This design comes from an exercise in tuning for small area on the open sky130 flow, not from production work.
Function was not checked in any run shown here: the RTL went through the layout flow alone.
Power figures rest on the tool's default switching activity, not on a simulated workload.

File: design/flow/design.v
module disp_dec(input logic [2:0] sel, input logic [3:0] hi, input logic [4:0] lo, output logic [7:0] seg);
  wire new_n21, new_n22, new_n23, new_n24, new_n25, new_n26, new_n27, new_n28, new_n29, new_n30, new_n31, new_n32, new_n33, new_n34, new_n35, new_n36, new_n37, new_n38, new_n39, new_n40, new_n41, new_n42, new_n43, new_n44, new_n45, new_n46, new_n47, new_n48, new_n49, new_n50, new_n51, new_n52, new_n53, new_n54, new_n55, new_n56, new_n57, new_n58, new_n59, new_n60, new_n61, new_n62, new_n63, new_n64, new_n65, new_n66, new_n67, new_n68, new_n69, new_n70, new_n71, new_n72, new_n73, new_n74, new_n75, new_n76, new_n77, new_n78, new_n79, new_n80, new_n81, new_n82, new_n83, new_n84, new_n85, new_n86, new_n87, new_n88, new_n89, new_n90, new_n91, new_n92, new_n93, new_n94, new_n95, new_n96, new_n97, new_n98, new_n100, new_n101, new_n102, new_n103, new_n104, new_n105, new_n106, new_n107, new_n108, new_n109, new_n110, new_n111, new_n112, new_n113, new_n114, new_n115, new_n116, new_n117, new_n118, new_n119, new_n120, new_n121, new_n122, new_n123, new_n124, new_n125, new_n126, new_n127, new_n128, new_n129, new_n130, new_n131, new_n132, new_n133, new_n134, new_n135, new_n136, new_n137, new_n138, new_n139, new_n140, new_n141, new_n142, new_n143, new_n144, new_n145, new_n146, new_n147, new_n148, new_n149, new_n150, new_n151, new_n153, new_n154, new_n155, new_n156, new_n157, new_n158, new_n159, new_n160, new_n161, new_n162, new_n163, new_n164, new_n165, new_n166, new_n167, new_n168, new_n169, new_n170, new_n171, new_n172, new_n173, new_n174, new_n175, new_n176, new_n177, new_n178, new_n179, new_n180, new_n181, new_n182, new_n183, new_n184, new_n185, new_n187, new_n188, new_n189, new_n190, new_n191, new_n192, new_n193, new_n194, new_n195, new_n196, new_n197, new_n198, new_n199, new_n200, new_n201, new_n202, new_n203, new_n204, new_n205, new_n206, new_n207, new_n208, new_n210, new_n211, new_n212, new_n213, new_n214, new_n215, new_n216, new_n217, new_n218, new_n219, new_n220, new_n221, new_n222, new_n223, new_n224, new_n225, new_n226, new_n227, new_n228, new_n229, new_n230, new_n231, new_n232, new_n233, new_n234, new_n235, new_n236, new_n237, new_n238, new_n239, new_n240, new_n241, new_n242, new_n244, new_n245, new_n246, new_n247, new_n248, new_n249, new_n250, new_n251, new_n252, new_n253, new_n254, new_n255, new_n256, new_n257, new_n258, new_n259, new_n260, new_n261, new_n262, new_n263, new_n264, new_n266, new_n267, new_n268, new_n269, new_n270, new_n271, new_n272, new_n273, new_n274, new_n275, new_n276, new_n277, new_n278, new_n279, new_n280, new_n281, new_n282, new_n283, new_n284, new_n285, new_n286, new_n287, new_n288, new_n289, new_n290, new_n291, new_n292, new_n293, new_n294, new_n295, new_n296, new_n298, new_n299, new_n300, new_n301, new_n302, new_n303;
  assign new_n21 = ~sel[2] & ~lo[4];
  assign new_n22 = ~lo[2] & new_n21;
  assign new_n23 = ~lo[1] & new_n22;
  assign new_n24 = lo[3] & new_n21;
  assign new_n25 = lo[0] & new_n24;
  assign new_n26 = ~new_n23 & ~new_n25;
  assign new_n27 = ~sel[0] & ~new_n26;
  assign new_n28 = ~sel[2] & ~lo[2];
  assign new_n29 = ~sel[0] & new_n21;
  assign new_n30 = ~new_n28 & ~new_n29;
  assign new_n31 = ~lo[0] & ~lo[1];
  assign new_n32 = ~lo[3] & new_n31;
  assign new_n33 = ~new_n30 & new_n32;
  assign new_n34 = ~sel[2] & lo[4];
  assign new_n35 = ~lo[0] & lo[1];
  assign new_n36 = lo[3] & new_n35;
  assign new_n37 = ~lo[2] & ~new_n36;
  assign new_n38 = ~lo[1] & lo[3];
  assign new_n39 = lo[0] & new_n38;
  assign new_n40 = lo[2] & ~new_n39;
  assign new_n41 = new_n34 & ~new_n37;
  assign new_n42 = ~new_n40 & new_n41;
  assign new_n43 = ~new_n27 & ~new_n33;
  assign new_n44 = ~new_n42 & new_n43;
  assign new_n45 = sel[2] & hi[1];
  assign new_n46 = hi[0] & new_n45;
  assign new_n47 = ~sel[0] & sel[1];
  assign new_n48 = hi[2] & new_n47;
  assign new_n49 = new_n46 & new_n48;
  assign new_n50 = lo[3] & ~new_n31;
  assign new_n51 = sel[0] & ~sel[1];
  assign new_n52 = ~sel[2] & new_n51;
  assign new_n53 = ~new_n50 & new_n52;
  assign new_n54 = ~hi[0] & new_n45;
  assign new_n55 = ~new_n47 & ~new_n51;
  assign new_n56 = new_n54 & new_n55;
  assign new_n57 = ~sel[2] & lo[2];
  assign new_n58 = lo[1] & ~lo[3];
  assign new_n59 = sel[0] & new_n57;
  assign new_n60 = new_n58 & new_n59;
  assign new_n61 = lo[2] & new_n21;
  assign new_n62 = lo[1] & lo[3];
  assign new_n63 = lo[0] & new_n62;
  assign new_n64 = new_n61 & new_n63;
  assign new_n65 = ~sel[0] & ~sel[1];
  assign new_n66 = ~sel[2] & new_n65;
  assign new_n67 = sel[2] & hi[3];
  assign new_n68 = ~new_n21 & ~new_n67;
  assign new_n69 = ~new_n66 & new_n68;
  assign new_n70 = ~new_n64 & ~new_n69;
  assign new_n71 = new_n57 & new_n65;
  assign new_n72 = ~lo[4] & new_n62;
  assign new_n73 = new_n71 & new_n72;
  assign new_n74 = new_n70 & ~new_n73;
  assign new_n75 = lo[0] & new_n58;
  assign new_n76 = ~new_n51 & ~new_n75;
  assign new_n77 = new_n28 & ~new_n76;
  assign new_n78 = ~lo[3] & new_n35;
  assign new_n79 = new_n61 & new_n78;
  assign new_n80 = ~sel[1] & ~hi[2];
  assign new_n81 = new_n45 & new_n80;
  assign new_n82 = sel[2] & ~hi[1];
  assign new_n83 = sel[0] & sel[1];
  assign new_n84 = ~sel[0] & ~hi[2];
  assign new_n85 = sel[1] & ~hi[0];
  assign new_n86 = sel[0] & hi[2];
  assign new_n87 = ~new_n84 & ~new_n85;
  assign new_n88 = ~new_n86 & new_n87;
  assign new_n89 = new_n82 & ~new_n83;
  assign new_n90 = ~new_n88 & new_n89;
  assign new_n91 = ~new_n49 & ~new_n81;
  assign new_n92 = ~new_n53 & ~new_n56;
  assign new_n93 = ~new_n60 & ~new_n79;
  assign new_n94 = new_n92 & new_n93;
  assign new_n95 = ~new_n77 & new_n91;
  assign new_n96 = ~new_n90 & new_n95;
  assign new_n97 = new_n74 & new_n94;
  assign new_n98 = new_n96 & new_n97;
  assign seg[0] = new_n44 & new_n98;
  assign new_n100 = ~hi[2] & new_n67;
  assign new_n101 = hi[1] & new_n100;
  assign new_n102 = hi[2] & new_n67;
  assign new_n103 = ~hi[0] & new_n102;
  assign new_n104 = ~new_n101 & ~new_n103;
  assign new_n105 = new_n83 & ~new_n104;
  assign new_n106 = new_n38 & new_n51;
  assign new_n107 = ~lo[0] & new_n38;
  assign new_n108 = ~sel[1] & new_n107;
  assign new_n109 = ~new_n106 & ~new_n108;
  assign new_n110 = new_n57 & ~new_n109;
  assign new_n111 = lo[0] & new_n23;
  assign new_n112 = ~lo[3] & new_n83;
  assign new_n113 = new_n111 & new_n112;
  assign new_n114 = new_n22 & new_n35;
  assign new_n115 = lo[0] & ~lo[3];
  assign new_n116 = new_n61 & new_n115;
  assign new_n117 = ~new_n114 & ~new_n116;
  assign new_n118 = ~sel[1] & ~new_n117;
  assign new_n119 = new_n85 & new_n101;
  assign new_n120 = ~sel[0] & lo[1];
  assign new_n121 = ~new_n50 & ~new_n120;
  assign new_n122 = ~sel[0] & new_n62;
  assign new_n123 = ~sel[1] & new_n34;
  assign new_n124 = ~new_n122 & new_n123;
  assign new_n125 = ~new_n121 & new_n124;
  assign new_n126 = ~new_n119 & ~new_n125;
  assign new_n127 = new_n36 & new_n52;
  assign new_n128 = new_n34 & new_n65;
  assign new_n129 = ~lo[2] & new_n128;
  assign new_n130 = hi[1] & new_n65;
  assign new_n131 = new_n102 & new_n130;
  assign new_n132 = hi[0] & new_n67;
  assign new_n133 = sel[1] & ~hi[1];
  assign new_n134 = sel[0] & ~hi[2];
  assign new_n135 = new_n133 & ~new_n134;
  assign new_n136 = new_n132 & new_n135;
  assign new_n137 = new_n22 & new_n78;
  assign new_n138 = sel[0] & new_n137;
  assign new_n139 = new_n36 & new_n47;
  assign new_n140 = lo[1] & new_n112;
  assign new_n141 = ~new_n139 & ~new_n140;
  assign new_n142 = new_n61 & ~new_n141;
  assign new_n143 = ~new_n127 & ~new_n129;
  assign new_n144 = ~new_n131 & ~new_n136;
  assign new_n145 = new_n143 & new_n144;
  assign new_n146 = ~new_n138 & new_n145;
  assign new_n147 = ~new_n105 & ~new_n110;
  assign new_n148 = ~new_n113 & ~new_n118;
  assign new_n149 = new_n126 & ~new_n142;
  assign new_n150 = new_n148 & new_n149;
  assign new_n151 = new_n146 & new_n147;
  assign seg[1] = ~new_n150 | ~new_n151;
  assign new_n153 = lo[0] & ~lo[2];
  assign new_n154 = new_n34 & ~new_n153;
  assign new_n155 = ~new_n103 & ~new_n154;
  assign new_n156 = new_n65 & ~new_n155;
  assign new_n157 = new_n21 & ~new_n141;
  assign new_n158 = sel[1] & ~lo[0];
  assign new_n159 = new_n61 & new_n158;
  assign new_n160 = lo[2] & new_n34;
  assign new_n161 = ~sel[1] & new_n160;
  assign new_n162 = ~new_n159 & ~new_n161;
  assign new_n163 = lo[3] & ~new_n162;
  assign new_n164 = ~hi[1] & new_n100;
  assign new_n165 = new_n38 & new_n61;
  assign new_n166 = ~new_n164 & ~new_n165;
  assign new_n167 = sel[0] & ~new_n166;
  assign new_n168 = ~new_n65 & new_n137;
  assign new_n169 = lo[0] & ~new_n38;
  assign new_n170 = new_n21 & new_n83;
  assign new_n171 = new_n169 & new_n170;
  assign new_n172 = ~new_n127 & ~new_n171;
  assign new_n173 = ~lo[2] & ~new_n172;
  assign new_n174 = ~new_n55 & new_n116;
  assign new_n175 = hi[0] & new_n133;
  assign new_n176 = hi[2] & new_n83;
  assign new_n177 = ~new_n175 & ~new_n176;
  assign new_n178 = new_n67 & ~new_n177;
  assign new_n179 = ~new_n168 & ~new_n174;
  assign new_n180 = ~new_n178 & new_n179;
  assign new_n181 = new_n126 & ~new_n156;
  assign new_n182 = ~new_n157 & ~new_n163;
  assign new_n183 = ~new_n167 & ~new_n173;
  assign new_n184 = new_n182 & new_n183;
  assign new_n185 = new_n180 & new_n181;
  assign seg[2] = ~new_n184 | ~new_n185;
  assign new_n187 = ~new_n65 & ~new_n84;
  assign new_n188 = ~hi[0] & ~new_n187;
  assign new_n189 = ~new_n176 & ~new_n188;
  assign new_n190 = new_n82 & ~new_n189;
  assign new_n191 = ~sel[0] & new_n57;
  assign new_n192 = new_n78 & new_n191;
  assign new_n193 = ~sel[1] & new_n21;
  assign new_n194 = sel[2] & ~hi[2];
  assign new_n195 = new_n65 & new_n194;
  assign new_n196 = ~sel[0] & ~new_n75;
  assign new_n197 = sel[0] & ~new_n35;
  assign new_n198 = new_n28 & ~new_n197;
  assign new_n199 = ~new_n196 & new_n198;
  assign new_n200 = new_n46 & ~new_n86;
  assign new_n201 = new_n55 & new_n200;
  assign new_n202 = ~new_n193 & ~new_n195;
  assign new_n203 = ~new_n192 & new_n202;
  assign new_n204 = new_n70 & new_n203;
  assign new_n205 = ~new_n111 & ~new_n199;
  assign new_n206 = ~new_n201 & new_n205;
  assign new_n207 = ~new_n190 & new_n204;
  assign new_n208 = new_n206 & new_n207;
  assign seg[3] = new_n44 & new_n208;
  assign new_n210 = ~new_n47 & new_n114;
  assign new_n211 = ~hi[1] & new_n102;
  assign new_n212 = ~sel[1] & ~hi[0];
  assign new_n213 = sel[0] & ~new_n212;
  assign new_n214 = ~new_n65 & new_n67;
  assign new_n215 = ~new_n213 & new_n214;
  assign new_n216 = ~lo[4] & new_n127;
  assign new_n217 = lo[2] & new_n38;
  assign new_n218 = lo[0] & ~new_n58;
  assign new_n219 = new_n128 & new_n218;
  assign new_n220 = ~new_n217 & new_n219;
  assign new_n221 = hi[0] & new_n102;
  assign new_n222 = ~sel[1] & new_n221;
  assign new_n223 = new_n22 & new_n83;
  assign new_n224 = lo[3] & new_n223;
  assign new_n225 = ~new_n71 & ~new_n170;
  assign new_n226 = new_n115 & ~new_n225;
  assign new_n227 = new_n104 & ~new_n116;
  assign new_n228 = sel[0] & ~new_n227;
  assign new_n229 = new_n39 & new_n47;
  assign new_n230 = ~new_n47 & new_n107;
  assign new_n231 = ~new_n106 & ~new_n112;
  assign new_n232 = ~new_n229 & new_n231;
  assign new_n233 = ~new_n230 & new_n232;
  assign new_n234 = new_n61 & ~new_n233;
  assign new_n235 = ~new_n211 & ~new_n215;
  assign new_n236 = ~new_n210 & new_n235;
  assign new_n237 = ~new_n216 & ~new_n220;
  assign new_n238 = ~new_n222 & ~new_n224;
  assign new_n239 = ~new_n226 & new_n238;
  assign new_n240 = new_n236 & new_n237;
  assign new_n241 = new_n239 & new_n240;
  assign new_n242 = ~new_n228 & ~new_n234;
  assign seg[4] = ~new_n241 | ~new_n242;
  assign new_n244 = ~new_n25 & ~new_n194;
  assign new_n245 = new_n65 & ~new_n244;
  assign new_n246 = new_n21 & ~new_n83;
  assign new_n247 = ~new_n35 & new_n246;
  assign new_n248 = new_n34 & ~new_n38;
  assign new_n249 = ~new_n58 & new_n248;
  assign new_n250 = ~new_n247 & ~new_n249;
  assign new_n251 = ~lo[2] & ~new_n250;
  assign new_n252 = new_n54 & new_n176;
  assign new_n253 = ~new_n28 & ~new_n246;
  assign new_n254 = new_n32 & ~new_n253;
  assign new_n255 = new_n57 & new_n140;
  assign new_n256 = new_n107 & new_n160;
  assign new_n257 = ~new_n34 & ~new_n57;
  assign new_n258 = new_n78 & ~new_n257;
  assign new_n259 = ~new_n252 & ~new_n256;
  assign new_n260 = ~new_n258 & new_n259;
  assign new_n261 = ~new_n254 & ~new_n255;
  assign new_n262 = new_n260 & new_n261;
  assign new_n263 = new_n74 & ~new_n245;
  assign new_n264 = ~new_n251 & new_n263;
  assign seg[5] = new_n262 & new_n264;
  assign new_n266 = hi[1] & new_n51;
  assign new_n267 = new_n103 & ~new_n266;
  assign new_n268 = lo[2] & ~new_n58;
  assign new_n269 = ~new_n169 & ~new_n268;
  assign new_n270 = new_n128 & ~new_n269;
  assign new_n271 = ~new_n39 & ~new_n58;
  assign new_n272 = new_n170 & ~new_n271;
  assign new_n273 = ~new_n83 & new_n116;
  assign new_n274 = new_n61 & ~new_n83;
  assign new_n275 = ~new_n128 & ~new_n274;
  assign new_n276 = new_n107 & ~new_n275;
  assign new_n277 = new_n28 & new_n65;
  assign new_n278 = new_n78 & new_n277;
  assign new_n279 = sel[1] & new_n35;
  assign new_n280 = new_n24 & new_n279;
  assign new_n281 = hi[1] & new_n47;
  assign new_n282 = new_n132 & new_n281;
  assign new_n283 = new_n164 & new_n213;
  assign new_n284 = ~new_n133 & new_n221;
  assign new_n285 = ~new_n38 & ~new_n115;
  assign new_n286 = new_n223 & ~new_n285;
  assign new_n287 = ~new_n114 & ~new_n278;
  assign new_n288 = ~new_n280 & ~new_n282;
  assign new_n289 = new_n287 & new_n288;
  assign new_n290 = ~new_n267 & ~new_n270;
  assign new_n291 = ~new_n272 & ~new_n273;
  assign new_n292 = ~new_n283 & ~new_n284;
  assign new_n293 = ~new_n286 & new_n292;
  assign new_n294 = new_n290 & new_n291;
  assign new_n295 = ~new_n276 & new_n289;
  assign new_n296 = new_n294 & new_n295;
  assign seg[6] = ~new_n293 | ~new_n296;
  assign new_n298 = ~lo[2] & new_n31;
  assign new_n299 = lo[3] & ~new_n298;
  assign new_n300 = sel[0] & ~new_n299;
  assign new_n301 = ~sel[1] & ~new_n300;
  assign new_n302 = new_n34 & ~new_n301;
  assign new_n303 = new_n65 & new_n100;
  assign seg[7] = new_n302 | new_n303;
endmodule
module sequencer(
    input  logic CLK100MHZ,
    input  logic rst,
    input  logic BTNU, BTND, BTNL, BTNR, BTNC, CPU_RESETN,
    input  logic SW15,SW14,SW13,SW12,SW11,SW10,SW9,SW8,SW7,SW6,SW5,SW4,SW3,SW2,SW1,SW0,
    output logic [15:0] LED,
    output logic LED16_R,
    output logic LED17_R, LED17_G, LED17_B,
    output logic [7:0] AN,
    output logic DP,CG,CF,CE,CD,CC,CB,CA,
    output logic AUD_PWM,
    output logic AUD_SD
);
localparam logic PLAY = 1'b0, STOP = 1'b1;
localparam logic [1:0] STEP = 2'd0, SETTING_NAME = 2'd1, SETTING_VALUE = 2'd2;
localparam logic [2:0] SIGNAL = 3'd0, NOTE = 3'd5;
localparam logic[7:0] A_SSEG = 8'h77, B_SSEG = 8'h7C, C_SSEG = 8'h39, D_SSEG = 8'h5E,
                      E_SSEG = 8'h79, F_SSEG = 8'h71, G_SSEG = 8'h3D, H_SSEG = 8'h76,
                      I_SSEG = 8'h30, K_SSEG = 8'h75, N_SSEG = 8'h37, L_SSEG = 8'h38,
                      O_SSEG = 8'h3F, P_SSEG = 8'h73, Q_SSEG = 8'h6F, R_SSEG = 8'h33,
                      S_SSEG = 8'h6D, T_SSEG = 8'h78, U_SSEG = 8'h3E, V_SSEG = 8'h3E,
                      Y_SSEG = 8'h6E, DP_SSEG = 8'h80;
localparam logic[7:0] ZERO_SSEG = 8'h3F, ONE_SSEG = 8'h06, TWO_SSEG = 8'h5B, THREE_SSEG = 8'h4F,
                      FOUR_SSEG = 8'h66, FIVE_SSEG = 8'h6D, SIX_SSEG = 8'h7D, SEVEN_SSEG = 8'h07,
                      EIGHT_SSEG = 8'h7F, NINE_SSEG = 8'h6F;
logic meta, reset;
always_ff @(posedge CLK100MHZ) begin
  meta  <= rst;
  reset <= rst | meta;
end
logic [7:0] refresh;
wire [7:0] refreshInc;
ha_chain #(8) u_refresh(.a(refresh), .ci(1'b1), .s(refreshInc), .co());
always_ff @(posedge CLK100MHZ)
  if (rst) refresh <= 8'd0;
  else     refresh <= refreshInc;
wire tick0 = (refresh[3:0] == 4'd0);    
wire tick9 = (refresh[3:0] == 4'd9);    
wire [5:0] btn_in = {CPU_RESETN, BTNC, BTNR, BTNL, BTND, BTNU};
logic [5:0] db;
logic [1:0] wcnt [0:5];
logic [5:0] dn;
logic [5:0] pulse;
genvar gb;
generate
  for (gb = 0; gb < 6; gb = gb + 1) begin : g_btn
    wire d  = (btn_in[gb] ^ db[gb]) & ~rst;
    wire c1 = wcnt[gb][1];
    wire c0 = wcnt[gb][0];
    always_ff @(posedge CLK100MHZ) begin
      wcnt[gb][1] <= d & (c1 ^ (tick0 & c0));
      wcnt[gb][0] <= d & (~(c1 | c0) | (c0 ^ tick0));
      db[gb]      <= ~rst & (db[gb] ^ (d & tick0 & c1 & c0));
    end
    always_ff @(posedge CLK100MHZ)
      if (tick0) dn[gb] <= ~db[gb];
    assign pulse[gb] = db[gb] & dn[gb] & tick9;
  end
endgenerate
wire UP = pulse[0], DOWN = pulse[1], LEFT = pulse[2], RIGHT = pulse[3];
wire CENTER = pulse[4], RESET = pulse[5];
logic playState, playStateNext;
always_ff @(posedge CLK100MHZ) begin
  if (rst) begin
    playState     <= STOP;
    playStateNext <= STOP;
    LED16_R       <= 1'b1;
  end
  else begin
    playState <= RESET ? STOP : playStateNext;
    if (CENTER) playStateNext <= ~playState;
    LED16_R <= playState;
  end
end
wire playing = (playState == PLAY);
localparam logic [11:0] TEMPO_LAST = 12'd105;     
localparam logic [12:0] BLINK_LAST = 13'd5664;    
logic [11:0] tempoCnt;
logic [12:0] blinkCnt;
wire tempoTick  = (tempoCnt == TEMPO_LAST);
wire blinkTick  = (blinkCnt == BLINK_LAST);
always_ff @(posedge CLK100MHZ) begin
  if (reset || tempoTick) tempoCnt <= 12'd0;
  else tempoCnt <= {tempoCnt[10:0], ~(tempoCnt[11] ^ tempoCnt[5] ^ tempoCnt[3] ^ tempoCnt[0])};
  if (reset || blinkTick) blinkCnt <= 13'd0;
  else blinkCnt <= {blinkCnt[11:0], ~(blinkCnt[12] ^ blinkCnt[2])};
end
logic [3:0] audioStepState;
wire [3:0] audioStepInc;
ha_chain #(4) u_astep(.a(audioStepState), .ci(tempoTick & playing), .s(audioStepInc), .co());
always_ff @(posedge CLK100MHZ)
  if (rst) audioStepState <= 4'd0;
  else     audioStepState <= audioStepInc;
logic [3:0] menuStepState;
logic [2:0] menuHorizontalState;
logic [1:0] menuVerticalState;
wire inValue = (menuVerticalState == SETTING_VALUE);
logic [4:0] curNote;      
wire noteWr = inValue && (menuHorizontalState == NOTE) && (LEFT ^ RIGHT);
wire [4:0] noteT = curNote ^ {5{~RIGHT}};
wire [4:0] noteU;
ha_chain #(5) u_note(.a(noteT), .ci(1'b1), .s(noteU), .co());
wire [4:0] noteNew = noteU ^ {5{~RIGHT}};
wire inStep = (menuVerticalState == STEP);
wire stepDec = inStep & LEFT;
wire [3:0] stepT = menuStepState ^ {4{stepDec}};
wire [3:0] stepU;
ha_chain #(4) u_step(.a(stepT), .ci(inStep & (LEFT | RIGHT)), .s(stepU), .co());
wire [3:0] stepNext = stepU ^ {4{stepDec}};
wire sigTgl = inValue && (menuHorizontalState == SIGNAL) && (UP ^ DOWN);
function automatic logic [2:0] hNext(input logic [2:0] h);
  if (h == 3'd2)      hNext = 3'd4;
  else if (h == 3'd4) hNext = 3'd6;
  else if (h == 3'd6) hNext = 3'd1;
  else if (h == 3'd1) hNext = 3'd3;
  else if (h == 3'd3) hNext = 3'd0;
  else if (h == 3'd0) hNext = 3'd5;
  else                hNext = 3'd2;
endfunction
function automatic logic [2:0] hPrev(input logic [2:0] h);
  if (h == 3'd4)      hPrev = 3'd2;
  else if (h == 3'd6) hPrev = 3'd4;
  else if (h == 3'd1) hPrev = 3'd6;
  else if (h == 3'd3) hPrev = 3'd1;
  else if (h == 3'd0) hPrev = 3'd3;
  else if (h == 3'd5) hPrev = 3'd0;
  else                hPrev = 3'd5;
endfunction
always_ff @(posedge CLK100MHZ) begin
  if (rst) begin
    menuStepState       <= 4'd0;
    menuHorizontalState <= NOTE;
    menuVerticalState   <= STEP;
  end
  else begin
    menuStepState <= stepNext;
    case (menuVerticalState)
      STEP: begin
        if (DOWN) menuVerticalState <= SETTING_NAME;
      end
      SETTING_NAME: begin
        if (DOWN)    menuVerticalState <= SETTING_VALUE;
        else if (UP) menuVerticalState <= STEP;
        if (RIGHT)     menuHorizontalState <= hNext(menuHorizontalState);
        else if (LEFT) menuHorizontalState <= hPrev(menuHorizontalState);
      end
      default: begin
        if (UP) menuVerticalState <= SETTING_NAME;
      end
    endcase
  end
end
logic [4:0] ring [0:15];
logic [15:0] sring;       
logic curNoteValid;
logic ringClr;
logic [4:0] audNote;
wire [3:0] ringStep = refresh[3:0];
wire hitM = (ringStep == menuStepState);
wire hitA = (ringStep == audioStepState);
wire [4:0] ringOut = ringClr ? 5'd3 : ring[0];
wire ownM = hitM & curNoteValid;
wire [4:0] ringIn = ownM ? (noteWr ? noteNew : curNote) : ringOut;
wire stepMove = inStep & (LEFT | RIGHT);
always_ff @(posedge CLK100MHZ) begin
  for (int k = 0; k < 15; k = k + 1) ring[k] <= ring[k+1];
  ring[15] <= ringIn;
  sring <= {sIn, sring[15:1]};
end
logic sigW, sigWValid, sigM, sigA, sigN, hitAq;
wire [3:0] stepW = ~menuStepState;                  
wire hitW = (ringStep == stepW);
wire sOut = ringClr ? ringStep[0] : sring[0];       
wire ownW = hitW & sigWValid;
wire sigWNext = sigW ^ sigTgl;
wire sIn = ownW ? sigWNext : sOut;
wire [3:0] audioStepP1;
ha_chain #(4) u_astep1(.a(audioStepState), .ci(1'b1), .s(audioStepP1), .co());
wire tglA = sigTgl & (stepW == audioStepState);
wire tglN = sigTgl & (stepW == audioStepP1);
wire stepAdvance = tempoTick & playing;
always_ff @(posedge CLK100MHZ) begin
  hitAq <= hitA;           
  if (rst) begin
    sigW      <= 1'b1;     
    sigWValid <= 1'b1;
    sigM      <= 1'b0;     
    sigA      <= 1'b0;     
    sigN      <= 1'b1;     
  end
  else begin
    if (sigTgl) sigW <= sigWNext;
    else if (hitW & ~sigWValid) sigW <= sOut;
    if (stepMove) sigWValid <= 1'b0;
    else if (hitW) sigWValid <= 1'b1;
    if (hitM) sigM <= sOut;
    if (stepAdvance) sigA <= sigN ^ tglN;
    else sigA <= sigA ^ tglA;
    if (hitAq) sigN <= sIn;
    else sigN <= sigN ^ tglN;
  end
end
always_ff @(posedge CLK100MHZ) begin
  if (rst) begin
    ringClr      <= 1'b1;
    curNote      <= 5'd3;
    curNoteValid <= 1'b1;
    audNote      <= 5'd3;
  end
  else begin
    if (ringStep == 4'd15) ringClr <= 1'b0;
    if (noteWr) curNote <= noteNew;
    else if (hitM & ~curNoteValid) curNote <= ringOut;
    if (stepMove) curNoteValid <= 1'b0;
    else if (hitM) curNoteValid <= 1'b1;
    if (hitA) audNote <= ringIn;
    else if (noteWr && menuStepState == audioStepState) audNote <= noteNew;
  end
end
logic [3:0] dispHi;
logic [4:0] dispLo;
always_ff @(posedge CLK100MHZ) begin
  if (rst) begin
    dispHi <= 4'd0;
    dispLo <= 5'd0;
  end
  else begin
    case (menuVerticalState)
      STEP: begin
        dispHi <= 4'd15;
        dispLo <= {1'b1, menuStepState};
      end
      SETTING_NAME: begin
        dispHi <= {1'b1, menuHorizontalState};
        dispLo <= 5'd0;
      end
      default: begin
        if (menuHorizontalState == NOTE) begin
          if (curNote < 5'd12) dispLo <= curNote + 5'd1;
        end
        else if (menuHorizontalState == SIGNAL)
          dispLo <= sigM ? 5'd14 : 5'd13;
      end
    endcase
  end
end
logic [2:0] sel;
logic [7:0] seg;
assign sel = refresh[7:5];
disp_dec u_dec(.sel(sel), .hi(dispHi), .lo(dispLo), .seg(seg));
assign AN = ~(8'd1 << sel);
assign {DP,CG,CF,CE,CD,CC,CB,CA} = ~seg;
always_ff @(posedge CLK100MHZ)
  LED <= {SW15,SW14,SW13,SW12,SW11,SW10,SW9,SW8,SW7,SW6,SW5,SW4,SW3,SW2,SW1,SW0};
always_ff @(posedge CLK100MHZ) begin
  if (rst) begin
    LED17_R <= 1'b0;
    LED17_G <= 1'b0;
    LED17_B <= 1'b0;
  end
  else if (blinkTick) begin
    if (playing) begin
      LED17_R <= ~LED17_G;
      LED17_G <= ~LED17_B;
      LED17_B <= LED17_G;
    end
    else begin
      LED17_R <= 1'b0;
      LED17_G <= 1'b0;
      LED17_B <= 1'b0;
    end
  end
end
function automatic logic [18:0] fccwOf(input logic [3:0] c);
  fccwOf = 19'd0;
  if (c == 4'd0) fccwOf = 19'd4724;
  else if (c == 4'd1) fccwOf = 19'd5005;
  else if (c == 4'd2) fccwOf = 19'd5303;
  else if (c == 4'd3) fccwOf = 19'd5618;
  else if (c == 4'd4) fccwOf = 19'd5952;
  else if (c == 4'd5) fccwOf = 19'd6306;
  else if (c == 4'd6) fccwOf = 19'd6681;
  else if (c == 4'd7) fccwOf = 19'd7079;
  else if (c == 4'd8) fccwOf = 19'd7500;
  else if (c == 4'd9) fccwOf = 19'd7946;
  else if (c == 4'd10) fccwOf = 19'd8418;
  else if (c == 4'd11) fccwOf = 19'd8919;
  else if (c == 4'd15) fccwOf = 19'd514724;
endfunction
logic [3:0] fcode;       
always_ff @(posedge CLK100MHZ)
  if (rst) fcode <= 4'd14;
  else if (tempoTick)
    fcode <= LED[4'd15 - audioStepState] ? ((audNote < 5'd12) ? audNote[3:0] : 4'd12) : 4'd15;
wire soundOn = ~(fcode[3] & fcode[2] & fcode[1]);
logic [18:0] phaseLo;
logic [10:0] phaseHi;
logic [3:0] phaseCy;
wire [18:0] phaseLoSum;
wire [10:0] phaseHiSum;
wire phaseLoCo;
fa_chain #(19) u_phlo(.a(phaseLo), .b(fccwOf(fcode)), .ci(1'b0), .s(phaseLoSum), .co(phaseLoCo));
ha_chain #(11) u_phhi(.a(phaseHi), .ci(phaseCy[3]), .s(phaseHiSum), .co());
always_ff @(posedge CLK100MHZ) begin
  if (reset) begin
    phaseLo <= 19'd0;
    phaseCy <= 4'd0;
    phaseHi <= 11'd0;
  end
  else begin
    phaseLo <= phaseLoSum;
    phaseCy <= {phaseCy[2:0], phaseLoCo};
    phaseHi <= phaseHiSum;
  end
end
logic [2:0] sigDly, enDly;
always_ff @(posedge CLK100MHZ) begin
  sigDly <= {sigDly[1:0], sigA};
  enDly  <= {enDly[1] , enDly[0] & ~reset, soundOn & playing};
end
function automatic logic [14:0] qsin(input logic [5:0] j);
  case (j)
    6'd0: qsin = 15'd0;
    6'd1: qsin = 15'd706;
    6'd2: qsin = 15'd1413;
    6'd3: qsin = 15'd2119;
    6'd4: qsin = 15'd2823;
    6'd5: qsin = 15'd3525;
    6'd6: qsin = 15'd4225;
    6'd7: qsin = 15'd4923;
    6'd8: qsin = 15'd5618;
    6'd9: qsin = 15'd6310;
    6'd10: qsin = 15'd6997;
    6'd11: qsin = 15'd7681;
    6'd12: qsin = 15'd8360;
    6'd13: qsin = 15'd9034;
    6'd14: qsin = 15'd9702;
    6'd15: qsin = 15'd10364;
    6'd16: qsin = 15'd11021;
    6'd17: qsin = 15'd11670;
    6'd18: qsin = 15'd12313;
    6'd19: qsin = 15'd12948;
    6'd20: qsin = 15'd13576;
    6'd21: qsin = 15'd14195;
    6'd22: qsin = 15'd14806;
    6'd23: qsin = 15'd15408;
    6'd24: qsin = 15'd16000;
    6'd25: qsin = 15'd16583;
    6'd26: qsin = 15'd17156;
    6'd27: qsin = 15'd17718;
    6'd28: qsin = 15'd18270;
    6'd29: qsin = 15'd18811;
    6'd30: qsin = 15'd19341;
    6'd31: qsin = 15'd19858;
    6'd32: qsin = 15'd20364;
    6'd33: qsin = 15'd20858;
    6'd34: qsin = 15'd21338;
    6'd35: qsin = 15'd21807;
    6'd36: qsin = 15'd22262;
    6'd37: qsin = 15'd22704;
    6'd38: qsin = 15'd23132;
    6'd39: qsin = 15'd23546;
    6'd40: qsin = 15'd23946;
    6'd41: qsin = 15'd24331;
    6'd42: qsin = 15'd24702;
    6'd43: qsin = 15'd25058;
    6'd44: qsin = 15'd25399;
    6'd45: qsin = 15'd25724;
    6'd46: qsin = 15'd26034;
    6'd47: qsin = 15'd26329;
    6'd48: qsin = 15'd26608;
    6'd49: qsin = 15'd26869;
    6'd50: qsin = 15'd27116;
    6'd51: qsin = 15'd27346;
    6'd52: qsin = 15'd27559;
    6'd53: qsin = 15'd27756;
    6'd54: qsin = 15'd27936;
    6'd55: qsin = 15'd28100;
    6'd56: qsin = 15'd28246;
    6'd57: qsin = 15'd28376;
    6'd58: qsin = 15'd28487;
    6'd59: qsin = 15'd28583;
    6'd60: qsin = 15'd28661;
    6'd61: qsin = 15'd28721;
    6'd62: qsin = 15'd28765;
    6'd63: qsin = 15'd28791;
    default: qsin = 15'd0;
  endcase
endfunction
localparam logic [14:0] QPEAK = 15'd28799;
wire [7:0] addr = phaseHi[10:3];
wire [5:0] qidx = addr[6] ? (6'd0 - addr[5:0]) : addr[5:0];
wire qpeak = addr[6] & (addr[5:0] == 6'd0);
wire [14:0] mag = sigDly[2] ? 15'd4394 : (qpeak ? QPEAK : qsin(qidx));
wire zeroPt = ~sigDly[2] & (addr == 8'd128);
wire en = enDly[2] & ~zeroPt;
wire [15:0] dacIn = {~(en & addr[7]), en ? (mag ^ {15{addr[7]}}) : 15'd0};
logic [16:0] acc;
wire [15:0] accSum;
wire accCo;
fa_chain #(16) u_acc(.a(acc[15:0]), .b(dacIn), .ci(1'b0), .s(accSum), .co(accCo));
always_ff @(posedge CLK100MHZ)
  if (reset) acc <= 17'd0;
  else       acc <= {accCo, accSum};
assign AUD_PWM = acc[16];
assign AUD_SD  = 1'b1;
endmodule
module ha_chain #(parameter W = 8) (
  input  logic [W-1:0] a,
  input  logic ci,
  output logic [W-1:0] s,
  output logic co
);
  logic [W:0] c;
  assign c[0] = ci;
  genvar i;
  generate
    for (i = 0; i < W; i = i + 1) begin : g
      assign s[i]   = a[i] ^ c[i];
      assign c[i+1] = a[i] & c[i];
    end
  endgenerate
  assign co = c[W];
endmodule
module fa_chain #(parameter W = 8) (
  input  logic [W-1:0] a,
  input  logic [W-1:0] b,
  input  logic ci,
  output logic [W-1:0] s,
  output logic co
);
  logic [W:0] c;
  assign c[0] = ci;
  genvar i;
  generate
    for (i = 0; i < W; i = i + 1) begin : g
      assign s[i]   = a[i] ^ b[i] ^ c[i];
      assign c[i+1] = (a[i] & b[i]) | (c[i] & (a[i] ^ b[i]));
    end
  endgenerate
  assign co = c[W];
endmodule
File: design/flow/flow/run.sh
#!/bin/bash
# Own layout flow: the standard flow (standard.sh: the standard synthesis script and ORFS's
# make targets) with three changes:
# - ABC maps the combinational logic for area (resyn2 twice, &deepsyn, &dch -f, &nf) instead of ORFS's
#   area script (dch; map -B 0.9; buffer).  It runs after the flip-flops are mapped, so the registers,
#   their names and cells are the standard synthesis's.
# - the port buffers are sky130_fd_sc_hd__buf_1 (buffer_ports would pick a larger cell);
# - clock tree synthesis uses the standard arguments, clkbuf_4 buffers, clusters of at most
#   8 sinks, and no dummy loads.
# Every tool's output goes to the ORFS logs under orfs/logs and to make_finish.log here.
set -euo pipefail
work=$(pwd)
rm -rf "$work/scripts_local"
cp -r "$FLOW_HOME/scripts" "$work/scripts_local"
cat > "$work/scripts_local/abc_area.script" <<'ABC'
strash
balance; rewrite; refactor; balance; rewrite; rewrite -z; balance; refactor -z; rewrite -z; balance
balance; rewrite; refactor; balance; rewrite; rewrite -z; balance; refactor -z; rewrite -z; balance
&get -n
&dch -f
&nf -R 1000
&put
topo
ABC
bash standard.sh \
  "SCRIPTS_DIR=$work/scripts_local" \
  "BUFFER_PORTS_ARGS=-buffer_cell sky130_fd_sc_hd__buf_1" \
  "CTS_ARGS=-sink_clustering_enable -repair_clock_nets -dont_use_dummy_load -sink_clustering_size 8 -sink_clustering_max_diameter 40 -buf_list sky130_fd_sc_hd__clkbuf_4" \
  finish > make_finish.log 2>&1
File: design/flow/standard.sh
#!/bin/bash
# synth_recipe.tcl (not shown) runs the flow's synth.tcl, then flattens the netlist and writes it again
# the make line also repeats each setting of config.mk as NAME=value (left out here)
make -C /OpenROAD-flow-scripts/flow DESIGN_CONFIG=/design/flow/config.mk WORK_HOME=/design/flow/orfs CLKGATE_MAP_FILE= SYNTH_SCRIPT=/design/flow/synth_recipe.tcl "${@:-finish}"
File: design/flow/config.mk
export PLATFORM = sky130hd
export DESIGN_NAME = sequencer
export DESIGN_NICKNAME = sequencer
export VERILOG_FILES = /design/flow/design.v
export SDC_FILE = /design/flow/constraint.sdc
export NUM_CORES = 4
export LEC_CHECK = 0
export ABC_AREA = 1
export CAP_MARGIN = 20
export CORE_AREA = 8 8 157 157
export DIE_AREA = 0 0 165 165
export SLEW_MARGIN = 20
File: design/flow/constraint.sdc
create_clock -name core_clock -period 10.0 [get_ports {CLK100MHZ}]
set_input_delay 2.0000 -clock core_clock [delete_from_list [all_inputs] [get_ports {CLK100MHZ}]]
set_output_delay 2.0000 -clock core_clock [all_outputs]
set_load 0.01 [all_outputs]
==> results of run 1 <==
==> metrics by stage <==
| stage | hold slack [ns] | worst slack [ns] |
|---|---|---|
| after floorplan | 0.3096 | 0.1031 |
| after global placement | 0.3102 | 0.5428 |
| after detailed placement | 0.3121 | 0.4235 |
| after CTS | 0.2848 | 0.3578 |
| after global routing | 0.2790 | 0.0009095 |
| final | 0.2886 | 0.6116 |
==> worst paths after layout <==
check	endpoint	slack, ns	cells past startpoint
setup / recovery	acc[15]$_SDFF_PP0_	0.61	34
hold / removal	ring[0][0]$_DFF_P_	0.29	0
setup reg to reg	acc[15]$_SDFF_PP0_	0.61	34
hold reg to reg	ring[0][0]$_DFF_P_	0.29	0
==> area by class of cell <==
class,instances,share of cell area
Timing Repair Buffer,88,0.03406
Tap cell,280,0.02657
Antenna cell,1,0.0001898
Clock buffer,43,0.02448
Sequential cell,278,0.4269
Multi-Input combinational cell,935,0.4717
Inverter,55,0.01613
==> critical path, delay by kind of cell, from the launching register on <==
family | cells | cell delay [ns]
compound gates | 6 | 0.79
xor+xnor | 2 | 0.40
fa+ha+maj | 17 | 6.45
buf+inv | 6 | 0.74
flops | 1 | 0.37
simple gates | 3 | 0.44
==> layer usage <==
metal	up-vias	track usage
met5	-	0
met4	0	0.07985
met3	64	0.04561
met2	323	0.2993
met1	4337	0.2732
li1	4712	-
==> layout by cell type (no fill, tap or decap), types with 42 or more instances in the layout <==
| cell type | instances |
|---|---|
| sky130_fd_sc_hd__nand3_1 | 42 |
| sky130_fd_sc_hd__ha_1 | 51 |
| sky130_fd_sc_hd__nor2b_1 | 56 |
| sky130_fd_sc_hd__clkbuf_4 | 43 |
| sky130_fd_sc_hd__dfxtp_1 | 269 |
| sky130_fd_sc_hd__nor2_1 | 157 |
| sky130_fd_sc_hd__o21ai_0 | 64 |
| sky130_fd_sc_hd__clkinv_1 | 52 |
| sky130_fd_sc_hd__buf_1 | 59 |
| sky130_fd_sc_hd__nand2_1 | 103 |
| sky130_fd_sc_hd__a21oi_1 | 76 |
| sky130_fd_sc_hd__nor3_1 | 54 |
==> sequential cells by signal, summed over array words and instances (netlist names), 11 cells and up <==
name	flops
sring	16
tempoCnt	12
phaseHi	11
LED	16
ring	80
blinkCnt	13
phaseLo	19
wcnt	12
acc	17
==> power by group through the flow <==
| stage | Combinational, mW | Sequential (mW) | Clock, mW |
|---|---|---|---|
| 2_1_floorplan | 0.0421 | 1.22 | 0 |
| 3_3_place_gp | 0.0693 | 1.22 | 0 |
| 3_5_place_dp | 0.0710 | 1.22 | 0 |
| 4_1_cts | 0.0713 | 1.20 | 0.562 |
| 5_1_grt | 0.0807 | 1.20 | 0.611 |
| 6_report | 0.0706 | 1.20 | 0.531 |
==> cells by family after synthesis <==
logic type / count (synthesis)
adder cells (fa/ha/maj): 84
XOR/XNOR: 72
buffers and inverters: 56
AND/OR/NAND/NOR: 503
other: 1
flip-flops: 278
AO/OA/AOI/OAI: 265
multiplexers: 10
==> flow_summary.yaml, run 1 <==
outcome:
  run_status: "complete, no violations"
synth:
  yosys_most_used_dff: "sky130_fd_sc_hd__dfxtp_1"
  cell_type_with_the_largest_total_area_after_synthesis: "sky130_fd_sc_hd__dfxtp_1"
  syn_inst: 1269
  number_of_distinct_library_cells_after_synthesis: 59
  share_of_synthesized_flip_flops_with_an_asynchronous_set_or_reset: 0
  synth_adder_area_share: 0.1084
  synth_most_common_cell: "sky130_fd_sc_hd__dfxtp_1"
  total_standard_cell_area_after_synthesis_mm2: 0.01198
  yosys.area_share.xor_xnor: 0.05263
  syn_avg_cell_area_um2: 9.443
  synth_top_area_frac: 0.4544
  synth_commonest_cells: "sky130_fd_sc_hd__dfxtp_1, sky130_fd_sc_hd__nor2_1, sky130_fd_sc_hd__nand2_1"
  ys_seq_area_frac: 0.4695
  syn-num-nets: 1377
  synth-simple-area-share: 0.2002
  ys.warnings.count: 3
  largest_family_of_logic_cells_by_synthesized_area: "simple AND/OR/NAND/NOR gates"
  synth-edff-count: 6
  postSynthRegisterBits: 278
  netlist_top_cells_area: "sky130_fd_sc_hd__dfxtp_1, sky130_fd_sc_hd__fa_1, sky130_fd_sc_hd__ha_1, sky130_fd_sc_hd__nor2_1, sky130_fd_sc_hd__nand2_1"
  synth_compound_gate_area_share: 0.1376
  muxShareOfSynthArea: 0.01357
grt:
  global_route.usage.total: 0.1994
  grt_residual_overflow: 0
  grt_start_max_net_pins: 78
  grt_pass1_vias: 9084
  grt_first_pass_wirelength_mm: 44.70
  antenna_found_initial: 1
sta:
  finalSetupViolations: 0
  rsz0062_at_grt: "no"
  finalSetupTns_ns: 0
  fmaxAchievable_ghz: 0.1065
  slew_headroom: 0.3506
  final_min_period_over_clock_period: 0.9388
  final-hold-violation-count: 0
  worst_pin_slew_ns: 0.9693
  timing.clock.skew_ns: 0.1018
  number_of_max_slew_violations_in_the_final_report: 0
  finalCriticalPeriod_ns: 9.388
cts:
  cts.reportedPaths.clkPinSlew_ns: 0.08
  postCtsSetupBuffers: 0
  number_of_buffers_inserted_during_clock_tree_synthesis: 43
  resize_count_post_cts: 0
  cts_hold_buffers: 0
  htree_num_levels: 2
  clock_root_buffer: "sky130_fd_sc_hd__clkbuf_4"
  clockBufferDepth: 3
  tritoncts: "yes"
  insertion_delay_ns: 0.63
  clock-sinks: 278
finish:
  stdcell_count: 1680
  filler_cell_count: 1962
  num-nets-final: 1509
  multiInputGateArea_mm2: 0.006220
  final-seq-area_mm2: 0.005629
  area.growth.synth_to_final_pct: 10.04
  ratio_of_cells_with_drive_above_1_in_the_final_layout: 0.06648
  layout.cell_area.non_filler_mm2: 0.01319
  finalCoreUtilization: 0.6042
route:
  route.layer.met1.wl_mm: 12.29
  number_of_drc_violations_after_detailed_routing: 0
  wl_met3_mm: 1.930
  initialDrtViolationCount: 741
  detail_route.wirelength_mm: 26.55
  route.met2.wl_mm: 11.50
  route.antenna.remaining_nets: 0
  top_layer: "met4"
  detail_route.vias_per_cell: 5.617
  drt_first_pass_iters: 7
  vias: 9436
  routedWlPerCell_um: 15.80
power:
  leakagePower_nw: 4.877
  ir_worst_vdd_uv: 140.3
  fraction_of_power_consumed_by_combinational_cells: 0.039
  total_power_mw: 1.798
  p_per_area_mw_per_mm2: 136.3
  switching_share: 0.2226
  cellInternalPower_mw: 1.397
  clock_power_share: 0.295
  p_sw_mw: 0.4001
  power.share.sequential: 0.666
setup_path:
  worst_path_max_delay_cell: "sky130_fd_sc_hd__fa_1"
  critPathLaunch: "phaseHi[4]$_SDFF_PP0_"
  critPathMaxFanout: 8
  critical_path.reg2reg.startpoint: "phaseHi[4]$_SDFF_PP0_"
  cp.arrival_ns: 9.83
  crit_top_cell: "sky130_fd_sc_hd__fa_1"
  timing.setup.critical_path_class: "flop to flop"
  timing.critical_path.required_ns: 10.44
  critical-path-max-stage-delay_ns: 0.43
  critPathCaptureType: "flop"
  worstSetupStartpointType: "flop"
die:
  die_area_mm2: 0.02723
  initial_utilization: 0.5491
  floorplan.die.height_um: 165
  die_x_um: 165
  io_pins: 62
  core_region_area_mm2: 0.02182
  fp-row-count: 54
placed_design:
  place_congestion: 0.9881
  detailed_place_hpwl_mm: 18.98
  postPlaceCellArea_mm2: 0.01284
  numPortBuffers: 60
  post-place-cells: 1636
job:
  maxCapViolCount: 0
worst_hold_path:
  timing.hold.worst.class: "flop to flop"
  hold_start: "ring[1][0]$_DFF_P_"
==> run 2: changes to the inputs <==
--- a/design/flow/flow/run.sh
+++ b/design/flow/flow/run.sh
@@ -18,4 +18,5 @@
 balance; rewrite; refactor; balance; rewrite; rewrite -z; balance; refactor -z; rewrite -z; balance
 &get -n
+&deepsyn -T 30
 &dch -f
 &nf -R 1000
--- a/design/flow/config.mk
+++ b/design/flow/config.mk
@@ -10,3 +10,4 @@
 export CORE_AREA = 8 8 157 157
 export DIE_AREA = 0 0 165 165
+export GPL_TIMING_DRIVEN = 0
 export SLEW_MARGIN = 20
==> run 2 against run 1 <==
  * Worst setup slack got worse by 0.12 ns
  * Final cell count decreased by 3.9%
  * First-iteration DRC count decreased by 20%
  * Clock skew decreased by 0.014 ns
  * Synthesized area decreased by 2.8%
  * Critical path depth increased by 1
  * Combinational power increased by 17%
  * Clock power increased by 1%
  * Fmax decreased by 1.3%
==> flow_summary.yaml, run 2 <==
outcome:
  run_status: "complete, no violations"
setup_path:
  critical-path-max-stage-delay_ns: 0.44
  timing.setup.critical_path_class: "flop to flop"
  cells_on_worst_reg2reg_path: 35
  worstSetupStartpointType: "flop"
  crit_top_cell: "sky130_fd_sc_hd__fa_1"
  critPathMaxFanout: 7
  rrSetupSlack_ns: 0.49
  timing.critical_path.required_ns: 10.49
  worst_path_max_delay_cell: "sky130_fd_sc_hd__fa_1"
  critical_path.reg2reg.startpoint: "phaseHi[3]$_SDFF_PP0_"
  critical_r2r_capture: "acc[15]$_SDFF_PP0_"
  critPathCaptureType: "flop"
  cp.arrival_ns: 10.00
sta:
  finalCriticalPeriod_ns: 9.507
  slew_headroom: 0.4083
  worst_pin_slew_ns: 0.8794
  number_of_max_slew_violations_in_the_final_report: 0
  fmaxAchievable_ghz: 0.1052
  final-hold-violation-count: 0
  final_min_period_over_clock_period: 0.9507
  timing.clock.skew_ns: 0.08730
  finalSetupViolations: 0
power:
  ir_worst_vdd_uv: 113.7
  p_per_area_mw_per_mm2: 136.0
  leakagePower_nw: 4.739
  total_power_mw: 1.771
grt:
  grt_first_pass_wirelength_mm: 42.82
  grt_pass1_vias: 8574
  grt_residual_overflow: 0
  grt_start_max_net_pins: 67
  global_route.usage.total: 0.1908
  antenna_found_initial: 2
die:
  core_region_area_mm2: 0.02182
  io_pins: 62
  die_area_mm2: 0.02723
  fp-row-count: 54
  floorplan.die.height_um: 165
  initial_utilization: 0.5338
  die_x_um: 165
synth:
  yosys_most_used_dff: "sky130_fd_sc_hd__dfxtp_1"
  synth_commonest_cells: "sky130_fd_sc_hd__dfxtp_1, sky130_fd_sc_hd__nor2_1, sky130_fd_sc_hd__nand2_1"
  synth-edff-count: 6
  cell_type_with_the_largest_total_area_after_synthesis: "sky130_fd_sc_hd__dfxtp_1"
  syn_avg_cell_area_um2: 9.627
  number_of_distinct_library_cells_after_synthesis: 62
  total_standard_cell_area_after_synthesis_mm2: 0.01165
  postSynthRegisterBits: 278
  synth_most_common_cell: "sky130_fd_sc_hd__dfxtp_1"
  ys_seq_area_frac: 0.4829
  ys.warnings.count: 3
  syn-num-nets: 1318
  synth_top_area_frac: 0.4675
  netlist_top_cells_area: "sky130_fd_sc_hd__dfxtp_1, sky130_fd_sc_hd__fa_1, sky130_fd_sc_hd__ha_1, sky130_fd_sc_hd__nor2_1, sky130_fd_sc_hd__nand2_1"
  share_of_synthesized_flip_flops_with_an_asynchronous_set_or_reset: 0
  syn_inst: 1210
route:
  routedWlPerCell_um: 15.94
  detail_route.wirelength_mm: 25.73
  number_of_drc_violations_after_detailed_routing: 0
  route.antenna.remaining_nets: 0
  drt_first_pass_iters: 4
  vias: 9019
  initialDrtViolationCount: 590
  detail_route.vias_per_cell: 5.588
finish:
  commonest_cells_after_routing_fill_and_taps_aside: "sky130_fd_sc_hd__dfxtp_1, sky130_fd_sc_hd__nor2_1, sky130_fd_sc_hd__nand2_1, sky130_fd_sc_hd__a21oi_1, sky130_fd_sc_hd__clkinv_1"
  reg.largest.list: "ring: 80 flops, phaseLo: 19 flops, acc: 17 flops"
  ratio_of_cells_with_drive_above_1_in_the_final_layout: 0.08252
  layout.cell_area.non_filler_mm2: 0.01302
  num-nets-final: 1443
  register_bank_with_the_most_flops: "ring"
  layout_commonest_cell: "sky130_fd_sc_hd__dfxtp_1"
  largest_register_ff_count: 80
  stdcell_count: 1614
  filler_cell_count: 1938
  area.growth.synth_to_final_pct: 11.76
cts:
  cts_hold_buffers: 0
  cts.reportedPaths.clkPinSlew_ns: 0.08
  clockBufferDepth: 3
  clock_root_buffer: "sky130_fd_sc_hd__clkbuf_4"
  clock-sinks: 278
  tritoncts: "yes"
  htree_num_levels: 2
  insertion_delay_ns: 0.62
  number_of_buffers_inserted_during_clock_tree_synthesis: 43
worst_hold_path:
  worst_hold_path.num_cells: 0
  min_delay_worst_endpoint: "ring[9][1]$_DFF_P_"
  hold_start: "ring[10][1]$_DFF_P_"
  timing.hold.worst.class: "flop to flop"
job:
  maxCapViolCount: 0
placed_design:
  place_congestion: 0.9451
  post-place-cells: 1554
  detailed_place_hpwl_mm: 17.95
  numPortBuffers: 60
  postPlaceCellArea_mm2: 0.01232
==> run 2: cell types whose count changed after synthesis, sizes merged, moves of 5 or more <==
cell    before  now
nor3        55   39
mux2i        5   12
a211oi      25   17
o31ai        3    9
o21ai       65   52
xor2        35   18
nor2       158  152
nand2b      24   17
a31oi       28   21
clkinv      55   68
o21bai       7    2
nand3       42   31
a21oi       76   71
==> run 2: cells by family after synthesis <==
kind of cell               after synthesis  share of synthesized area
other                                    1                  0.0003219
xor gates and xnor gates                53                    0.03985
DFF                                    278                     0.4829
buffers and inverters                   69                    0.02256
adders and majority gates               84                     0.1115
AOI/OAI and AO/OA                      247                     0.1358
and+or+nand+nor                        459                     0.1861
muxes                                   19                    0.02095
==> run 2: where the power goes <==
part           switching (mW)  leakage [nW]  internal [mW]
registers              0.0213          2.25           1.13
clock network           0.340         0.198          0.198
logic                  0.0475          2.29         0.0354
total                   0.409          4.74           1.36
==> run 2: per-layer routing <==
metal,track usage,share of wire,vias up
met1,0.2711,0.48,4152
met3,0.04088,0.071,59
met2,0.2824,0.43,306
met5,0,0.00051,-
li1,-,-,4500
met4,0.06388,0.023,2
==> run 2: worst max-delay path, delay by kind of cell (launching register included) <==
kind | cells | cell delay, ns
adders and majority gates | 16 | 6.16
AOI/OAI and AO/OA | 10 | 1.54
and+or+nand+nor | 4 | 0.75
buffers and inverters | 5 | 0.53
DFF | 1 | 0.40
==> run 2: repair_timing <==
| action | CTS | global route |
|---|---|---|
| gates resized for setup | 37 | 20 |
| endpoints found under the setup margin | 5 | 3 |
| setup buffers | 6 | 10 |
| pin swaps | 4 | 8 |
==> run 2: worst max path at each step <==
stage	startpoint	endpoint	slack [ns]	depth (start not counted)
after detailed placement	phaseHi[3]$_SDFF_PP0_	acc[15]$_SDFF_PP0_	-1.61	33
final	phaseHi[3]$_SDFF_PP0_	acc[15]$_SDFF_PP0_	0.49	35
after global routing	phaseHi[5]$_SDFF_PP0_	acc[15]$_SDFF_PP0_	-0.004	30
after CTS	phaseHi[3]$_SDFF_PP0_	acc[15]$_SDFF_PP0_	0.03	36
after floorplan	phaseHi[3]$_SDFF_PP0_	acc[15]$_SDFF_PP0_	0.02	31
after global placement	phaseHi[3]$_SDFF_PP0_	acc[15]$_SDFF_PP0_	-1.70	31
==> run 2: area by class of cell <==
type	instances	area, µm²	area share
tap	280	350.3	0.02691
timing repair buffer	80	412.9	0.03172
clock buffer	43	322.8	0.02480
sequential	278	5634	0.4328
antenna	1	2.502	0.0001922
inverter	68	267.8	0.02057
buffer	1	7.507	0.0005766
multi-input combinational	863	6021	0.4625
==> run 2: stage by stage <==
step | utilization | setup TNS (ns) | setup slack (ns) | hold WS [ns]
finish | 0.5965 | 0 | 0.4926 | 0.2756
floorplan | - | 0 | 0.02472 | 0.3096
global placement | 0.5607 | -5.533 | -1.696 | 0.3099
detailed placement | 0.5643 | -5.098 | -1.612 | 0.3121
CTS | 0.5890 | 0 | 0.02642 | 0.2793
global route | 0.5965 | -0.003561 | -0.003561 | 0.2857
==> run 3: changes to the inputs <==
--- a/design/flow/config.mk
+++ b/design/flow/config.mk
@@ -7,7 +7,6 @@
 export LEC_CHECK = 0
 export ABC_AREA = 1
-export CAP_MARGIN = 20
+export CAP_MARGIN = 0
 export CORE_AREA = 8 8 157 157
 export DIE_AREA = 0 0 165 165
-export GPL_TIMING_DRIVEN = 0
-export SLEW_MARGIN = 20
+export SLEW_MARGIN = 0
==> run 3 against run 2 <==
  * Highest routed layer is now met4
  * Critical path type unchanged
  * Clock power barely moved
  * Utilization fell by 0.27 points
  * Flip-flop and latch count did not move
  * Final cell count rose by 1.8%
  * Critical endpoint unchanged
==> flow_summary.yaml, run 3 <==
outcome:
  run_status: "complete, no violations"
cts:
  tritoncts: "yes"
  number_of_buffers_inserted_during_clock_tree_synthesis: 43
  cts.reportedPaths.clkPinSlew_ns: 0.09
  clock_root_buffer: "sky130_fd_sc_hd__clkbuf_4"
  clock-sinks: 278
  htree_num_levels: 2
  insertion_delay_ns: 0.67
  clockBufferDepth: 3
  cts_hold_buffers: 0
synth:
  synth-edff-count: 6
  synth_top_area_frac: 0.4675
  netlist_top_cells_area: "sky130_fd_sc_hd__dfxtp_1, sky130_fd_sc_hd__fa_1, sky130_fd_sc_hd__ha_1, sky130_fd_sc_hd__nor2_1, sky130_fd_sc_hd__nand2_1"
  ys.warnings.count: 3
  number_of_distinct_library_cells_after_synthesis: 62
  cell_type_with_the_largest_total_area_after_synthesis: "sky130_fd_sc_hd__dfxtp_1"
  syn_inst: 1210
  yosys_most_used_dff: "sky130_fd_sc_hd__dfxtp_1"
  syn_avg_cell_area_um2: 9.627
  ys_seq_area_frac: 0.4829
  total_standard_cell_area_after_synthesis_mm2: 0.01165
  synth_most_common_cell: "sky130_fd_sc_hd__dfxtp_1"
  syn-num-nets: 1318
  synth_commonest_cells: "sky130_fd_sc_hd__dfxtp_1, sky130_fd_sc_hd__nor2_1, sky130_fd_sc_hd__nand2_1"
  share_of_synthesized_flip_flops_with_an_asynchronous_set_or_reset: 0
  postSynthRegisterBits: 278
sta:
  number_of_max_slew_violations_in_the_final_report: 0
  slew_headroom: 0.4673
  finalCriticalPeriod_ns: 9.397
  fmaxAchievable_ghz: 0.1064
  final-hold-violation-count: 0
  finalSetupViolations: 0
  final_min_period_over_clock_period: 0.9397
  timing.final.ws_setup_ns: 0.6030
  timing.clock.skew_ns: 0.1034
  finalSetupTns_ns: 0
  worst_pin_slew_ns: 0.7918
  rsz0062_at_grt: "no"
  timing.hold.ws_ns: 0.2977
setup_path:
  critical-path-max-stage-delay_ns: 0.43
  cp.arrival_ns: 9.89
  worstSetupStartpointType: "flop"
  timing.critical_path.required_ns: 10.49
  crit_top_cell: "sky130_fd_sc_hd__fa_1"
  timing.setup.critical_path_class: "flop to flop"
  critPathCaptureType: "flop"
  worst_path_max_delay_cell: "sky130_fd_sc_hd__fa_1"
  critPathMaxFanout: 5
power:
  leakagePower_nw: 4.819
  ir_worst_vdd_uv: 136.0
  p_per_area_mw_per_mm2: 136.2
  total_power_mw: 1.765
grt:
  grt_first_pass_wirelength_mm: 44.99
  antenna_found_initial: 1
  grt_residual_overflow: 0
  grt_start_max_net_pins: 72
  global_route.usage.total: 0.2027
  grt_pass1_vias: 8869
die:
  die_area_mm2: 0.02723
  die_x_um: 165
  floorplan.die.height_um: 165
  fp-row-count: 54
  core_region_area_mm2: 0.02182
  initial_utilization: 0.5338
  io_pins: 62
route:
  vias: 9185
  detail_route.wirelength_mm: 26.95
  number_of_drc_violations_after_detailed_routing: 0
  detail_route.vias_per_cell: 5.590
  drt_first_pass_iters: 7
  initialDrtViolationCount: 723
  route.antenna.remaining_nets: 0
  routedWlPerCell_um: 16.40
placed_design:
  numPortBuffers: 60
  detailed_place_hpwl_mm: 19.73
  place_congestion: 0.9568
  pre_cts_ws_ns: 0.2182
finish:
  layout_commonest_cell: "sky130_fd_sc_hd__dfxtp_1"
  register_bank_with_the_most_flops: "ring"
  final-seq-area_mm2: 0.005627
  reg.largest.list: "ring: 80 flops, phaseLo: 19 flops, acc: 17 flops"
  ratio_of_cells_with_drive_above_1_in_the_final_layout: 0.07935
  multiInputGateArea_mm2: 0.005806
  commonest_cells_after_routing_fill_and_taps_aside: "sky130_fd_sc_hd__dfxtp_1, sky130_fd_sc_hd__nor2_1, sky130_fd_sc_hd__nand2_1, sky130_fd_sc_hd__a21oi_1, sky130_fd_sc_hd__clkinv_1"
  filler_cell_count: 1936
  num-nets-final: 1471
  largest_register_ff_count: 80
  area.growth.synth_to_final_pct: 11.26
worst_hold_path:
  timing.hold.worst.class: "flop to flop"
job:
  maxCapViolCount: 0
==> run 3: cell counts after synthesis <==
Identical to the previous run, type by type.
==> run 3: metal layers <==
metal / track usage / vias to the layer above / wire [µm]
li1: - / 4552 / -
met1: 0.2864 / 4273 / 12800
met2: 0.2981 / 294 / 11520
met3: 0.03963 / 66 / 1853
met4: 0.08231 / 0 / 766
met5: 0 / - / 0
==> run 3: final cells by class <==
| type | count | area share |
|---|---|---|
| multi-input combinational | 863 | 0.4480 |
| timing repair buffer | 109 | 0.04586 |
| tap | 280 | 0.02703 |
| antenna | 2 | 0.0003862 |
| clock buffer | 43 | 0.02491 |
| inverter | 68 | 0.01969 |
| sequential | 278 | 0.4342 |
==> run 3: timing repair <==
item / in CTS / in global routing
buffers inserted: 0 / 2
resized for setup: 0 / 8
endpoints found under the setup margin: 0 / 2
==> run 3: logic make-up (layout without fill, tap and decap cells) <==
group                    count (synthesis)  in the layout  synth area share
buffers and inverters                   69            220           0.02256
AND/OR/NAND/NOR                        459            459            0.1861
multiplexers                            19             19           0.02095
other                                    1              3         0.0003219
flip-flops                             278            278            0.4829
adder cells (fa/ha/maj)                 84             84            0.1115
AO/OA/AOI/OAI                          247            247            0.1358
XOR/XNOR                                53             53           0.03985
==> run 3: metrics by stage <==
step | utilization | instance area, µm² | cells
CTS | 0.5916 | 12910 | 1639
detailed placement | 0.5768 | 12590 | 1596
floorplan | - | 11660 | 1210
global placement | 0.5768 | 12590 | 1596
global route | 0.5939 | 12960 | 1643
finish | 0.5939 | 12960 | 1643
==> run 3: worst paths after layout <==
path,start,cells past startpoint,end,slack (ns)
min reg2reg,ring[11][1]$_DFF_P_,0,ring[10][1]$_DFF_P_,0.30
min,ring[11][1]$_DFF_P_,0,ring[10][1]$_DFF_P_,0.30
max,phaseHi[4]$_SDFF_PP0_,35,acc[15]$_SDFF_PP0_,0.60
max reg2reg,phaseHi[4]$_SDFF_PP0_,35,acc[15]$_SDFF_PP0_,0.60
==> run 3: critical path: cells and delay by family (launching register included) <==
kind	cells	cell delay [ns]
buffers and inverters	3	0.23
xor gates and xnor gates	1	0.26
adders and majority gates	16	6.23
AOI/OAI and AO/OA	11	1.83
DFF	1	0.34
and+or+nand+nor	4	0.42
==> run 3: report_power, final <==
part / switching, mW / total [mW] / internal (mW)
Sequential: 0.0184 / 1.15 / 1.13
Combinational: 0.0497 / 0.0826 / 0.0329
Clock: 0.337 / 0.535 / 0.197
Total: 0.406 / 1.77 / 1.36

what the ideal ports hide:
Ports are ideal in the flow. The routed layouts listed here were re-timed in OpenROAD.
Step 1 assumes that a clkbuf_16 drives the clock port and a buf_2 every other input.
Step 2, shift: input delay + t, output delay - t, t = (earliest + latest rising clock arrival at the registers) / 2. This alone moves slack from input paths to output paths.
Three values: ideal, step 1, step 2; two values: the first two.
run	shift t [ns]	setup WS [ns]	hold WS [ns]	worst setup path at the end	slew at the worst register clock pin (ns)
run 1	0.619	0.612 / 0.612 / 0.612	0.289 / 0.289 / 0.289	register to register	0.09 / 0.09
run 2	0.627	0.493 / 0.493 / 0.493	0.276 / 0.276 / 0.276	register to register	0.10 / 0.10
run 3	0.652	0.603 / 0.603 / 0.603	0.298 / 0.298 / 0.298	register to register	0.09 / 0.09
After both steps setup and hold are still met in every run listed.
